Background: an optimization exercise with open tools, aiming at small area, a short achievable clock period and few clock cycles. Do not read the settings as production practice. Function was not checked in any run shown here: the RTL went through the layout flow alone.

==> flow/design.v (outline; a module is shown in full before it is edited, if it fits) <==
// module mul: 2931 lines
module mul (
    input wire clk,
    input wire rst_n,
    input wire [32-1:0] multiplicand_i,
    input wire [32-1:0] multiplier_i,
    input wire                       valid_in,
    input wire                       ctrl_ready_i,
    input wire [                3:0] op_i,
    input wire [ 5-1:0] reg_waddr_i,
    input wire [3-1:0] commit_id_i,
    output reg [32-1:0] result_o,
    output reg                       valid_o,
    output reg [ 5-1:0] reg_waddr_o,
    output reg [3-1:0] commit_id_o
);
  // ...
==> flow/run.sh <==
#!/bin/bash
# synth_recipe.tcl (not shown) runs the flow's synth.tcl, then flattens the netlist and writes it again
# the make line also repeats each setting of config.mk as NAME=value (left out here)
make -C /OpenROAD-flow-scripts/flow DESIGN_CONFIG=/design/flow/config.mk WORK_HOME=/design/flow/orfs CLKGATE_MAP_FILE= SYNTH_SCRIPT=/design/flow/synth_recipe.tcl finish
==> flow/config.mk <==
export PLATFORM = sky130hd
export DESIGN_NAME = mul
export DESIGN_NICKNAME = mul
export VERILOG_FILES = /design/flow/design.v
export SDC_FILE = /design/flow/constraint.sdc
export NUM_CORES = 4
export LEC_CHECK = 0
export ABC_CLOCK_PERIOD_IN_PS = 2800
export CAP_MARGIN = 20
export CORE_MARGIN = 2
export CORE_UTILIZATION = 40
export PLACE_DENSITY = 0.65
export SLEW_MARGIN = 20
==> flow/constraint.sdc <==
create_clock -name core_clock -period 10.0 [get_ports {clk}]
set_input_delay 2.0000 -clock core_clock [delete_from_list [all_inputs] [get_ports {clk}]]
set_output_delay 2.0000 -clock core_clock [all_outputs]
set_load 0.01 [all_outputs]
==> summary.md, run 1 <==
| Metric | Value |
|---|---|
| Met3 wire length | about 14000 um |
| Post-place setup slack | 4.256 ns |
| Cells after Synth | around 3300 |
| CTS root buf | clkbuf_16 |
| Worst r2r dst | r2_35_0$_DFFE_PP_ |
| FF-to-FF Start | b[26]$_DFFE_PP_ |
| DP HPWL | 72000 um |
| Outcome | timing/DRC/antenna clean |
| Hold_buf cts | 0 |
| H-tree levels | 2 |
| Synth unique cells | 67 |
| Worst-Skew Late Latency | a little under 0.6 ns |
| Buf/Inv on CP | 3 |
| Post-synth ARST share | 0% |
| Comb_multi_in | 2389 |
| Area leader, netlist | fa_1 |
| Synth Cell Area | 33890 um^2 |
| Inverters | 292 |
| Hold Vio Cnt, Final | 0 |
| Unrepaired setup endpoints after global routing | false |
| Critical Path Start Type | flop |
| Final Util | 44.48% |
| Relative slew slack | roughly a third |
| Final setup vio count | 0 |
| GR Util met3 | between 7 and 8% |
| Resized Gates After CTS | 0 |
| Synth top area share | between 20 and 30% |
| Max-cap violations | 0 |
| CP max-delay cell | clkinv_1 |
| Cell count after placement | around 4300 |
| R2R cell count | 12 |
| Placer Congestion | 0.9383 |
| Main combinational cell family by area after synthesis | adder cells |
| Top-count cell post-synth | a22oi_1 |
| Met2 GRT Util | around two fifths |
| Post-Synth XOR/XNOR Area | 16.05% |
| Largest net degree at the start of global routing | 145 |
| Nets | a little under 4000 |
| R2R setup slack | 4.24 ns |
| Post-synthesis mux area share | 0.4209% |
| Top Layer Used | met5 |
==> run 2: changes to the inputs <==
--- a/flow/design.v
+++ b/flow/design.v
@@ -14,40 +14,48 @@
     output reg [3-1:0] commit_id_o
 );
     wire en = ctrl_ready_i;
     wire op_mulh   = (op_i == 4'b0010);
     wire op_mulhsu = (op_i == 4'b0100);
     wire op_mulhu  = (op_i == 4'b1000);
     wire a_sext = (op_mulh | op_mulhsu) & multiplicand_i[31];
     wire b_sext = op_mulh & multiplier_i[31];
+    wire [32:0] a_d  = {a_sext, multiplicand_i};
+    wire        hi_d = op_mulh | op_mulhsu | op_mulhu;
+    wire [34:0] bx = {b_sext, b_sext, multiplier_i, 1'b0};   
+    wire [16:0] one_d, two_d, neg_d;
+    genvar g;
+    generate for (g = 0; g < 17; g = g + 1) begin : enc
+        assign neg_d[g] = bx[2*g+2] & ~(bx[2*g+1] & bx[2*g]);
+        assign one_d[g] = bx[2*g+1] ^ bx[2*g];
+        assign two_d[g] = (bx[2*g+2] & ~bx[2*g+1] & ~bx[2*g]) | (~bx[2*g+2] & bx[2*g+1] & bx[2*g]);
+    end endgenerate
     reg [32:0] a;
     reg        hi_s1, valid_s1;
     reg [5-1:0]  reg_waddr_s1;
     reg [3-1:0] commit_id_s1;
-    wire [34:0] bx = {b_sext, b_sext, multiplier_i, 1'b0};   
-    reg [34:0] b;   
     wire [16:0] one, two, neg;
+    reg [16:0] one_s1, two_s1, neg_s1;
+    assign one = one_s1;
+    assign two = two_s1;
+    assign neg = neg_s1;
     always @(posedge clk) begin
         if (!rst_n) valid_s1 <= 1'b0;
         else if (en) valid_s1 <= valid_in;
         if (en) begin
-            a            <= {a_sext, multiplicand_i};
-            b            <= bx;
-            hi_s1        <= op_mulh | op_mulhsu | op_mulhu;
+            a            <= a_d;
+            one_s1       <= one_d;
+            two_s1       <= two_d;
+            neg_s1       <= neg_d;
+            hi_s1        <= hi_d;
             reg_waddr_s1 <= reg_waddr_i;
             commit_id_s1 <= commit_id_i;
         end
     end
-    genvar g;
-    generate for (g = 0; g < 17; g = g + 1) begin : enc
-        assign neg[g] = b[2*g+2] & ~(b[2*g+1] & b[2*g]);
-        assign one[g] = b[2*g+1] ^ b[2*g];
-        assign two[g] = (b[2*g+2] & ~b[2*g+1] & ~b[2*g]) | (~b[2*g+2] & b[2*g+1] & b[2*g]);
-    end endgenerate
     wire pp0_0;
     wire pp0_1;
     wire pp0_2;
     wire pp0_3;
     wire pp0_4;
     wire pp0_5;
     wire pp0_6;
     wire pp0_7;
@@ -1668,20 +1676,146 @@
     wire s1047;
     wire c1048;
     wire s1049;
     wire c1050;
     wire s1051;
     wire c1052;
     wire s1053;
     wire c1054;
-    reg r2_0_0, r2_0_1, r2_1_0, r2_2_0, r2_2_1, r2_3_0, r2_3_1, r2_4_0, r2_4_1, r2_5_0, r2_5_1, r2_6_0, r2_6_1, r2_7_0, r2_7_1, r2_8_0, r2_8_1, r2_9_0, r2_9_1, r2_10_0, r2_10_1, r2_11_0, r2_11_1, r2_12_0, r2_12_1, r2_13_0, r2_13_1, r2_14_0, r2_14_1, r2_15_0, r2_15_1, r2_16_0, r2_16_1, r2_17_0, r2_17_1, r2_18_0, r2_18_1, r2_19_0, r2_19_1, r2_20_0, r2_20_1, r2_21_0, r2_21_1, r2_22_0, r2_22_1, r2_23_0, r2_23_1, r2_24_0, r2_24_1, r2_25_0, r2_25_1, r2_26_0, r2_26_1, r2_27_0, r2_27_1, r2_28_0, r2_28_1, r2_29_0, r2_29_1, r2_30_0, r2_30_1, r2_31_0, r2_31_1, r2_32_0, r2_32_1, r2_33_0, r2_33_1, r2_34_0, r2_34_1, r2_35_0, r2_35_1, r2_36_0, r2_36_1, r2_37_0, r2_37_1, r2_38_0, r2_38_1, r2_39_0, r2_39_1, r2_40_0, r2_40_1, r2_41_0, r2_41_1, r2_42_0, r2_42_1, r2_43_0, r2_43_1, r2_44_0, r2_44_1, r2_45_0, r2_45_1, r2_46_0, r2_46_1, r2_47_0, r2_47_1, r2_48_0, r2_48_1, r2_49_0, r2_49_1, r2_50_0, r2_50_1, r2_51_0, r2_51_1, r2_52_0, r2_52_1, r2_53_0, r2_53_1, r2_54_0, r2_54_1, r2_55_0, r2_55_1, r2_56_0, r2_56_1, r2_57_0, r2_57_1, r2_58_0, r2_58_1, r2_59_0, r2_59_1, r2_60_0, r2_60_1, r2_61_0, r2_61_1, r2_62_0, r2_62_1, r2_63_0, r2_63_1;
-    reg        hi_s2, valid_s2;
-    reg [5-1:0]  reg_waddr_s2;
-    reg [3-1:0] commit_id_s2;
+    wire r2_0_0 = neg[0];
+    wire r2_0_1 = pp0_0;
+    wire r2_1_0 = pp0_1;
+    wire r2_2_0 = s931;
+    wire r2_2_1 = pp1_0;
+    wire r2_3_0 = s933;
+    wire r2_3_1 = c932;
+    wire r2_4_0 = s935;
+    wire r2_4_1 = c934;
+    wire r2_5_0 = s937;
+    wire r2_5_1 = c936;
+    wire r2_6_0 = s939;
+    wire r2_6_1 = c938;
+    wire r2_7_0 = s941;
+    wire r2_7_1 = c940;
+    wire r2_8_0 = s943;
+    wire r2_8_1 = c942;
+    wire r2_9_0 = s945;
+    wire r2_9_1 = c944;
+    wire r2_10_0 = s947;
+    wire r2_10_1 = c946;
+    wire r2_11_0 = s949;
+    wire r2_11_1 = c948;
+    wire r2_12_0 = s951;
+    wire r2_12_1 = c950;
+    wire r2_13_0 = s953;
+    wire r2_13_1 = c952;
+    wire r2_14_0 = s955;
+    wire r2_14_1 = c954;
+    wire r2_15_0 = s957;
+    wire r2_15_1 = c956;
+    wire r2_16_0 = s959;
+    wire r2_16_1 = c958;
+    wire r2_17_0 = s961;
+    wire r2_17_1 = c960;
+    wire r2_18_0 = s963;
+    wire r2_18_1 = c962;
+    wire r2_19_0 = s965;
+    wire r2_19_1 = c964;
+    wire r2_20_0 = s967;
+    wire r2_20_1 = c966;
+    wire r2_21_0 = s969;
+    wire r2_21_1 = c968;
+    wire r2_22_0 = s971;
+    wire r2_22_1 = c970;
+    wire r2_23_0 = s973;
+    wire r2_23_1 = c972;
+    wire r2_24_0 = s975;
+    wire r2_24_1 = c974;
+    wire r2_25_0 = s977;
+    wire r2_25_1 = c976;
+    wire r2_26_0 = s979;
+    wire r2_26_1 = c978;
+    wire r2_27_0 = s981;
+    wire r2_27_1 = c980;
+    wire r2_28_0 = s983;
+    wire r2_28_1 = c982;
+    wire r2_29_0 = s985;
+    wire r2_29_1 = c984;
+    wire r2_30_0 = s987;
+    wire r2_30_1 = c986;
+    wire r2_31_0 = s989;
+    wire r2_31_1 = c988;
+    wire r2_32_0 = s991;
+    wire r2_32_1 = c990;
+    wire r2_33_0 = s993;
+    wire r2_33_1 = c992;
+    wire r2_34_0 = s995;
+    wire r2_34_1 = c994;
+    wire r2_35_0 = s997;
+    wire r2_35_1 = c996;
+    wire r2_36_0 = s999;
+    wire r2_36_1 = c998;
+    wire r2_37_0 = s1001;
+    wire r2_37_1 = c1000;
+    wire r2_38_0 = s1003;
+    wire r2_38_1 = c1002;
+    wire r2_39_0 = s1005;
+    wire r2_39_1 = c1004;
+    wire r2_40_0 = s1007;
+    wire r2_40_1 = c1006;
+    wire r2_41_0 = s1009;
+    wire r2_41_1 = c1008;
+    wire r2_42_0 = s1011;
+    wire r2_42_1 = c1010;
+    wire r2_43_0 = s1013;
+    wire r2_43_1 = c1012;
+    wire r2_44_0 = s1015;
+    wire r2_44_1 = c1014;
+    wire r2_45_0 = s1017;
+    wire r2_45_1 = c1016;
+    wire r2_46_0 = s1019;
+    wire r2_46_1 = c1018;
+    wire r2_47_0 = s1021;
+    wire r2_47_1 = c1020;
+    wire r2_48_0 = s1023;
+    wire r2_48_1 = c1022;
+    wire r2_49_0 = s1025;
+    wire r2_49_1 = c1024;
+    wire r2_50_0 = s1027;
+    wire r2_50_1 = c1026;
+    wire r2_51_0 = s1029;
+    wire r2_51_1 = c1028;
+    wire r2_52_0 = s1031;
+    wire r2_52_1 = c1030;
+    wire r2_53_0 = s1033;
+    wire r2_53_1 = c1032;
+    wire r2_54_0 = s1035;
+    wire r2_54_1 = c1034;
+    wire r2_55_0 = s1037;
+    wire r2_55_1 = c1036;
+    wire r2_56_0 = s1039;
+    wire r2_56_1 = c1038;
+    wire r2_57_0 = s1041;
+    wire r2_57_1 = c1040;
+    wire r2_58_0 = s1043;
+    wire r2_58_1 = c1042;
+    wire r2_59_0 = s1045;
+    wire r2_59_1 = c1044;
+    wire r2_60_0 = s1047;
+    wire r2_60_1 = c1046;
+    wire r2_61_0 = s1049;
+    wire r2_61_1 = c1048;
+    wire r2_62_0 = s1051;
+    wire r2_62_1 = c1050;
+    wire r2_63_0 = s1053;
+    wire r2_63_1 = c1052;
+    wire        hi_s2 = hi_s1, valid_s2 = valid_s1;
+    wire [5-1:0]  reg_waddr_s2 = reg_waddr_s1;
+    wire [3-1:0] commit_id_s2 = commit_id_s1;
     assign pp0_0 = ((one[0] & a[0]) | (two[0] & 1'b0)) ^ neg[0];
     assign pp0_1 = ((one[0] & a[1]) | (two[0] & a[0])) ^ neg[0];
     assign pp0_2 = ((one[0] & a[2]) | (two[0] & a[1])) ^ neg[0];
     assign pp0_3 = ((one[0] & a[3]) | (two[0] & a[2])) ^ neg[0];
     assign pp0_4 = ((one[0] & a[4]) | (two[0] & a[3])) ^ neg[0];
     assign pp0_5 = ((one[0] & a[5]) | (two[0] & a[4])) ^ neg[0];
     assign pp0_6 = ((one[0] & a[6]) | (two[0] & a[5])) ^ neg[0];
     assign pp0_7 = ((one[0] & a[7]) | (two[0] & a[6])) ^ neg[0];
@@ -2775,152 +2909,16 @@
     assign {c1040, s1039} = c796 + s917 + c916;
     assign {c1042, s1041} = c800 + s919 + c918;
     assign {c1044, s1043} = c804 + s921 + c920;
     assign {c1046, s1045} = s809 + s923 + c922;
     assign {c1048, s1047} = c810 + s925 + c924;
     assign {c1050, s1049} = c812 + s927 + c926;
     assign {c1052, s1051} = pp16_30 + s929 + c928;
     assign {c1054, s1053} = pps15 + pp16_31 + c930;
-    always @(posedge clk) begin
-        if (!rst_n) valid_s2 <= 1'b0;
-        else if (en) valid_s2 <= valid_s1;
-        if (en) begin
-            r2_0_0 <= neg[0];
-            r2_0_1 <= pp0_0;
-            r2_1_0 <= pp0_1;
-            r2_2_0 <= s931;
-            r2_2_1 <= pp1_0;
-            r2_3_0 <= s933;
-            r2_3_1 <= c932;
-            r2_4_0 <= s935;
-            r2_4_1 <= c934;
-            r2_5_0 <= s937;
-            r2_5_1 <= c936;
-            r2_6_0 <= s939;
-            r2_6_1 <= c938;
-            r2_7_0 <= s941;
-            r2_7_1 <= c940;
-            r2_8_0 <= s943;
-            r2_8_1 <= c942;
-            r2_9_0 <= s945;
-            r2_9_1 <= c944;
-            r2_10_0 <= s947;
-            r2_10_1 <= c946;
-            r2_11_0 <= s949;
-            r2_11_1 <= c948;
-            r2_12_0 <= s951;
-            r2_12_1 <= c950;
-            r2_13_0 <= s953;
-            r2_13_1 <= c952;
-            r2_14_0 <= s955;
-            r2_14_1 <= c954;
-            r2_15_0 <= s957;
-            r2_15_1 <= c956;
-            r2_16_0 <= s959;
-            r2_16_1 <= c958;
-            r2_17_0 <= s961;
-            r2_17_1 <= c960;
-            r2_18_0 <= s963;
-            r2_18_1 <= c962;
-            r2_19_0 <= s965;
-            r2_19_1 <= c964;
-            r2_20_0 <= s967;
-            r2_20_1 <= c966;
-            r2_21_0 <= s969;
-            r2_21_1 <= c968;
-            r2_22_0 <= s971;
-            r2_22_1 <= c970;
-            r2_23_0 <= s973;
-            r2_23_1 <= c972;
-            r2_24_0 <= s975;
-            r2_24_1 <= c974;
-            r2_25_0 <= s977;
-            r2_25_1 <= c976;
-            r2_26_0 <= s979;
-            r2_26_1 <= c978;
-            r2_27_0 <= s981;
-            r2_27_1 <= c980;
-            r2_28_0 <= s983;
-            r2_28_1 <= c982;
-            r2_29_0 <= s985;
-            r2_29_1 <= c984;
-            r2_30_0 <= s987;
-            r2_30_1 <= c986;
-            r2_31_0 <= s989;
-            r2_31_1 <= c988;
-            r2_32_0 <= s991;
-            r2_32_1 <= c990;
-            r2_33_0 <= s993;
-            r2_33_1 <= c992;
-            r2_34_0 <= s995;
-            r2_34_1 <= c994;
-            r2_35_0 <= s997;
-            r2_35_1 <= c996;
-            r2_36_0 <= s999;
-            r2_36_1 <= c998;
-            r2_37_0 <= s1001;
-            r2_37_1 <= c1000;
-            r2_38_0 <= s1003;
-            r2_38_1 <= c1002;
-            r2_39_0 <= s1005;
-            r2_39_1 <= c1004;
-            r2_40_0 <= s1007;
-            r2_40_1 <= c1006;
-            r2_41_0 <= s1009;
-            r2_41_1 <= c1008;
-            r2_42_0 <= s1011;
-            r2_42_1 <= c1010;
-            r2_43_0 <= s1013;
-            r2_43_1 <= c1012;
-            r2_44_0 <= s1015;
-            r2_44_1 <= c1014;
-            r2_45_0 <= s1017;
-            r2_45_1 <= c1016;
-            r2_46_0 <= s1019;
-            r2_46_1 <= c1018;
-            r2_47_0 <= s1021;
-            r2_47_1 <= c1020;
-            r2_48_0 <= s1023;
-            r2_48_1 <= c1022;
-            r2_49_0 <= s1025;
-            r2_49_1 <= c1024;
-            r2_50_0 <= s1027;
-            r2_50_1 <= c1026;
-            r2_51_0 <= s1029;
-            r2_51_1 <= c1028;
-            r2_52_0 <= s1031;
-            r2_52_1 <= c1030;
-            r2_53_0 <= s1033;
-            r2_53_1 <= c1032;
-            r2_54_0 <= s1035;
-            r2_54_1 <= c1034;
-            r2_55_0 <= s1037;
-            r2_55_1 <= c1036;
-            r2_56_0 <= s1039;
-            r2_56_1 <= c1038;
-            r2_57_0 <= s1041;
-            r2_57_1 <= c1040;
-            r2_58_0 <= s1043;
-            r2_58_1 <= c1042;
-            r2_59_0 <= s1045;
-            r2_59_1 <= c1044;
-            r2_60_0 <= s1047;
-            r2_60_1 <= c1046;
-            r2_61_0 <= s1049;
-            r2_61_1 <= c1048;
-            r2_62_0 <= s1051;
-            r2_62_1 <= c1050;
-            r2_63_0 <= s1053;
-            r2_63_1 <= c1052;
-            hi_s2        <= hi_s1;
-            reg_waddr_s2 <= reg_waddr_s1;
-            commit_id_s2 <= commit_id_s1;
-        end
-    end
     wire [63:0] row0 = {r2_63_0, r2_62_0, r2_61_0, r2_60_0, r2_59_0, r2_58_0, r2_57_0, r2_56_0, r2_55_0, r2_54_0, r2_53_0, r2_52_0, r2_51_0, r2_50_0, r2_49_0, r2_48_0, r2_47_0, r2_46_0, r2_45_0, r2_44_0, r2_43_0, r2_42_0, r2_41_0, r2_40_0, r2_39_0, r2_38_0, r2_37_0, r2_36_0, r2_35_0, r2_34_0, r2_33_0, r2_32_0, r2_31_0, r2_30_0, r2_29_0, r2_28_0, r2_27_0, r2_26_0, r2_25_0, r2_24_0, r2_23_0, r2_22_0, r2_21_0, r2_20_0, r2_19_0, r2_18_0, r2_17_0, r2_16_0, r2_15_0, r2_14_0, r2_13_0, r2_12_0, r2_11_0, r2_10_0, r2_9_0, r2_8_0, r2_7_0, r2_6_0, r2_5_0, r2_4_0, r2_3_0, r2_2_0, r2_1_0, r2_0_0};
     wire [63:0] row1 = {r2_63_1, r2_62_1, r2_61_1, r2_60_1, r2_59_1, r2_58_1, r2_57_1, r2_56_1, r2_55_1, r2_54_1, r2_53_1, r2_52_1, r2_51_1, r2_50_1, r2_49_1, r2_48_1, r2_47_1, r2_46_1, r2_45_1, r2_44_1, r2_43_1, r2_42_1, r2_41_1, r2_40_1, r2_39_1, r2_38_1, r2_37_1, r2_36_1, r2_35_1, r2_34_1, r2_33_1, r2_32_1, r2_31_1, r2_30_1, r2_29_1, r2_28_1, r2_27_1, r2_26_1, r2_25_1, r2_24_1, r2_23_1, r2_22_1, r2_21_1, r2_20_1, r2_19_1, r2_18_1, r2_17_1, r2_16_1, r2_15_1, r2_14_1, r2_13_1, r2_12_1, r2_11_1, r2_10_1, r2_9_1, r2_8_1, r2_7_1, r2_6_1, r2_5_1, r2_4_1, r2_3_1, r2_2_1, 1'b0, r2_0_1};
     wire [63:0] prod = row0 + row1;
     always @(posedge clk) begin
         if (!rst_n) valid_o <= 1'b0;
         else if (en) valid_o <= valid_s2;
         if (en) begin
             result_o    <= hi_s2 ? prod[63:32] : prod[31:0];
==> flow/flow/run.sh (new file) <==
#!/bin/bash
set -o pipefail
bash standard.sh SETUP_SLACK_MARGIN=5.5 finish > standard_flow.log 2>&1
==> flow/standard.sh (new file) <==
#!/bin/bash
# synth_recipe.tcl (not shown) runs the flow's synth.tcl, then flattens the netlist and writes it again
# the make line also repeats each setting of config.mk as NAME=value (left out here)
make -C /OpenROAD-flow-scripts/flow DESIGN_CONFIG=/design/flow/config.mk WORK_HOME=/design/flow/orfs CLKGATE_MAP_FILE= SYNTH_SCRIPT=/design/flow/synth_recipe.tcl "${@:-finish}"
--- a/flow/config.mk
+++ b/flow/config.mk
@@ -5,9 +5,11 @@
 export SDC_FILE = /design/flow/constraint.sdc
 export NUM_CORES = 4
 export LEC_CHECK = 0
 export ABC_CLOCK_PERIOD_IN_PS = 2800
 export CAP_MARGIN = 20
 export CORE_MARGIN = 2
 export CORE_UTILIZATION = 40
 export PLACE_DENSITY = 0.65
+export SETUP_SLACK_MARGIN = 5
 export SLEW_MARGIN = 20
+export TNS_END_PERCENT = 100
removed: flow/run.sh
==> run 2 against run 1 <==
  * Highest routed layer unchanged
  * Synthesized cell count down 4.2%
  * Non-clock buffer count up 129
  * Wire length down 0.44%
  * Largest cell class unchanged
  * Maximum frequency down 10%
  * Count of clock-buffer cells in the layout down 19
  * Sequential cell count down 120
  * Worst hold slack better by 0.0096 ns
  * Still clean
  * Critical path depth up 10
  * Synthesized area down 11%
==> summary.md, run 2 <==
| Metric | Value |
|---|---|
| Via-per-instance ratio | 6.296 (was 5.982) |
| Clock buffers created by TritonCTS | 17 (was 35) |
| Syn-to-layout area delta | 17.62% (was 10.01%) |
| Pre-Repair DR Iteration Count | 6 (was 7) |
| Critical path class | reg -> reg (unchanged) |
| Hold_buf cts | 0 (unchanged) |
| CTS sink cnt | 134 (was 254) |
| Placed cell area | 32370 um^2 (was 36070 um^2) |
| Core ar. | 74700 um^2 (was 83820 um^2) |
| FF-to-FF Start | a[27]$_DFFE_PP_ (was b[26]$_DFFE_PP_) |
| Initial antenna violation count | 5 (was 2) |
| Crit-path max cell delay | 0.60 ns (was 0.66 ns) |
| Cell count after placement | 3943 (was 4274) |
| Tot GR Track Use | 28.70% (was 26.20%) |
| Initial DRC Count | 3554 (was 2922) |
| Max-cap violations | 0 (unchanged) |
| CP max-delay cell | fa_2 (was clkinv_1) |
| Synthesized area per cell | 9.653 um^2 (was 10.36 um^2) |
| Fin cells | 4104 (was 4338) |
| Worst EP required | 10.24 ns (was 10.32 ns) |
| Number of flip-flops in the largest register | 33 |
| # rows | 100 (was 106) |
| DP HPWL | 71780 um (was 72000 um) |
| Die W | 279.0 um (was 295.1 um) |
| Synth Cell Area | 30250 um^2 (was 33890 um^2) |
| Buf/Inv on CP | 5 (was 3) |
| Die Y-Extent | 279.0 um (was 295.1 um) |
| First-pass GRT wire length | 168200 um (was 171300 um) |
| Area leader, netlist | fa_1 (unchanged) |
| Most frequent cells in the layout | 465 x a22oi_1, 417 x fa_1, 382 x xor2_1 (was 480 x a22oi_1, 469 x fa_1, 370 x xor2_1) |
| Routed Antenna Nets | 0 (unchanged) |
| CTS tree | done (unchanged) |
| WL final | 112900 um (was 113400 um) |
| Top Ports | 121 (unchanged) |
| Unrepaired setup endpoints after global routing | true (was false) |
| Synth unique cells | 73 (was 67) |
| Worst-Skew Late Latency | 0.51 ns (was 0.59 ns) |
| Worst r2r dst | result_o[30]$_DFFE_PP_ (was r2_35_0$_DFFE_PP_) |
| Final Util | 47.63% (was 44.48%) |
| CP Max Fanout | 15 (was 19) |
| Largest net degree at the start of global routing | 80 (was 145) |
| Crit path DAT | 6.65 ns (was 6.08 ns) |
| Period utilisation layout | 64.10% (was 57.56%) |
| Nets | 3800 (was 3858) |
| DRC viols | 0 (unchanged) |
| Synthesis Warnings | 1 (unchanged) |
| CP Cell Sequence | buf_12 -> buf_4 -> a22oi_2 -> xnor2_2 -> fa_1 -> inv_2 -> fa_1 -> fa_2 -> fa_2 -> fa_1 -> fa_2 -> inv_2 -> ha_4 -> buf_4 -> a21oi_1 -> o21ai_2 -> a41oi_2 -> o21ai_1 -> a21oi_2 -> a2bb2oi_1 -> o211ai_1 -> a211o_1 (was ha_1 -> nor2b_1 -> clkinv_1 -> buf_4 -> xnor2_1 -> fa_1 -> fa_1 -> fa_1 -> fa_1 -> fa_1 -> fa_1 -> inv_1) |
| Total Neg Setup Slack | 0 ns (unchanged) |
| Fin area | 35580 um^2 (was 37280 um^2) |
| WHS | 0.4228 ns (was 0.4132 ns) |
| Endpoint class of the critical path | flop (unchanged) |
| Worst Hold Launch | commit_id_s1[1]$_DFFE_PP_ (was commit_id_s2[0]$_DFFE_PP_) |
| Commonest non-fill, non-tap cell in the layout | a22oi_1 (unchanged) |
| FF+latch count, synth | 134 (was 254) |
| Post-synth top cells | 513 x a22oi_1, 469 x fa_1, 386 x xor2_1 (was 480 x a22oi_1, 469 x fa_1, 370 x xor2_1) |
| Top_reg_cell synth | edfxtp_1 (unchanged) |
| Routed WL per cell | 27.52 um (was 26.15 um) |
| Worst Hold Path EP | commit_id_o[1]$_DFFE_PP_ (was commit_id_o[0]$_DFFE_PP_) |
| Hold Vio Cnt, Final | 0 (unchanged) |
| Outcome | timing/DRC/antenna clean (unchanged) |
| Cells after Synth | 3134 (was 3271) |
| Max Freq | 0.1560 GHz (was 0.1737 GHz) |
| Clock Path Buffers | 2 (was 3) |
| Share of cells above drive strength 1 | 15.79% (was 6.149%) |
| Post-layout min period | 6.410 ns (was 5.756 ns) |
| Initial Util | 40.50% (was 40.43%) |
| H-tree levels | 4 (was 2) |
| Critical Path Start Type | flop (unchanged) |
| Final setup vio count | 0 (unchanged) |
| CTS root buf | clkbuf_16 (unchanged) |
| R2R setup slack | 3.59 ns (was 4.24 ns) |
| Pin slew with the least headroom to its limit | 0.8717 ns (was 1.016 ns) |
| Hold Crit Class | reg -> reg (unchanged) |
| Placer Congestion | 0.9408 (was 0.9383) |
| Synth top area share | 31.04% (was 27.71%) |
| R2R cell count | 22 (was 12) |
| Post-synth ARST share | 0% (unchanged) |
| Port bufs | 120 (unchanged) |
| Hold depth | 0 (unchanged) |
| DR vias | 25840 (was 25950) |
| Net count after synthesis | 3813 (was 3951) |
| Top cells by area, synth | fa_1 31%, edfxtp_1 13%, a22oi_1 13% (was fa_1 28%, edfxtp_1 22%, a22oi_1 11%) |
| Final Skew | 0.02502 ns (was 0.03373 ns) |
| Top-count cell post-synth | a22oi_1 (unchanged) |
| Relative slew slack | 41.89% (was 32.09%) |
| Most flop-heavy register | a |
| Number of global-route vias before repair | 27100 (was 27080) |
| Final Max Tran Viols | 0 (unchanged) |
| Post-synth EDFFs | 132 (was 251) |
| DIE AREA | 77840 um^2 (was 87070 um^2) |
| Register area share after synthesis | 13.24% (was 22.42%) |
| Clock transition at path regs | 0.07 ns (was 0.06 ns) |
| Biggest regs | a (33), result_o (32) (was a (33), b (33), result_o (32)) |
| Critical path's top delay family | adder cells (unchanged) |
| Gr ovfl total | 0 (unchanged) |
[run 2: changes by cell type after synthesis, moves of 9 or more]
cell	before	now
edfxtp_1	251	132
clkbuf_1	289	332
a22oi_1	480	513
inv_1	289	257
nor2b_1	42	23
xor2_1	370	386
buf_1	47	32
o21ai_1	15	3
nor2_1	67	58
[run 2: layout make-up]
cell class                 count  area [um^2]
multi-input combinational   2373        25190
clock buffer                  18        429.2
tap                          969         1212
inverter                     260        997.2
timing repair buffer         335         3558
fill                        6712        39120
sequential                   134         4004
antenna                        1        2.502
clock inverter                14        186.4
[run 2: worst register-to-register path: cells and delay by family, from the launching register on]
| kind | cells | cell delay (ns) |
|---|---|---|
| compound gates | 9 | 1.83 |
| flops | 1 | 0.44 |
| fa+ha+maj | 7 | 3.18 |
| buf+inv | 5 | 0.61 |
| xor+xnor | 1 | 0.10 |
[run 2: per-stage QoR]
step           setup WS (ns)
2_1_floorplan          4.168
3_3_place_gp           2.835
3_5_place_dp           2.835
4_1_cts                3.669
5_1_grt                3.420
6_report               3.590
[run 2: worst max path at each step]
stage,startpoint,to,slack [ns],depth (start not counted)
after detailed placement,neg_s1[2]$_DFFE_PP_,result_o[27]$_DFFE_PP_,2.83,19
after global routing,a[27]$_DFFE_PP_,result_o[26]$_DFFE_PP_,3.42,23
final,a[27]$_DFFE_PP_,result_o[30]$_DFFE_PP_,3.59,22
after CTS,a[26]$_DFFE_PP_,result_o[24]$_DFFE_PP_,3.67,23
after floorplan,a[26]$_DFFE_PP_,result_o[29]$_DFFE_PP_,4.17,22
after global placement,neg_s1[2]$_DFFE_PP_,result_o[27]$_DFFE_PP_,2.84,19
[run 2: kinds of logic (layout without fill, tap and decap cells)]
family | count (synthesis) | count (layout) | synth area share, %
compound gates | 807 | 807 | 18.73
xor+xnor | 631 | 631 | 18.27
fa+ha+maj | 599 | 599 | 36.41
buf+inv | 627 | 627 | 7.792
flops | 134 | 134 | 13.24
mux | 10 | 10 | 0.3392
other cells | 1 | 2 | 0.01240
simple gates | 325 | 325 | 5.211
[run 2: metal layers]
metal  share of wire (%)  global-route usage, %  vias up
met1                  37                  36.23    12830
met3                  13                  9.623      459
met4                 5.6                  14.92        6
met5               0.039                      0        -
met2                  44                  43.68     1941
li1                    -                      -    10600
[run 2: repair_timing]
item,CTS,global route
buffers inserted,94,25
cloned,7,2
resized for setup,259,67
pin swaps,106,61
endpoints found under the setup margin,32,32

-- port drivers added, routing unchanged --
How much do the figures lean on ideal ports? The routed layouts below were timed once more, with nothing changed but the port constraints. Step 1: set_driving_cell puts a clkbuf_16 on clk and a buf_2 on each other input, an assumption about the parent block. Step 2, shift: input delay + t, output delay - t, t = (earliest + latest rising clock arrival at the registers) / 2. This alone moves slack from input paths to output paths. Slacks: no drivers / after step 1 / after step 2; pairs: no drivers / after step 1.
run	shift t [ns]	setup slack, ns	worst hold slack (ns)
run 1	0.641	4.244 / 4.244 / 4.244	0.413 / 0.413 / 0.413
run 2	0.557	3.590 / 3.590 / 3.590	0.423 / 0.423 / 0.423
After both steps every run listed still meets setup and hold.
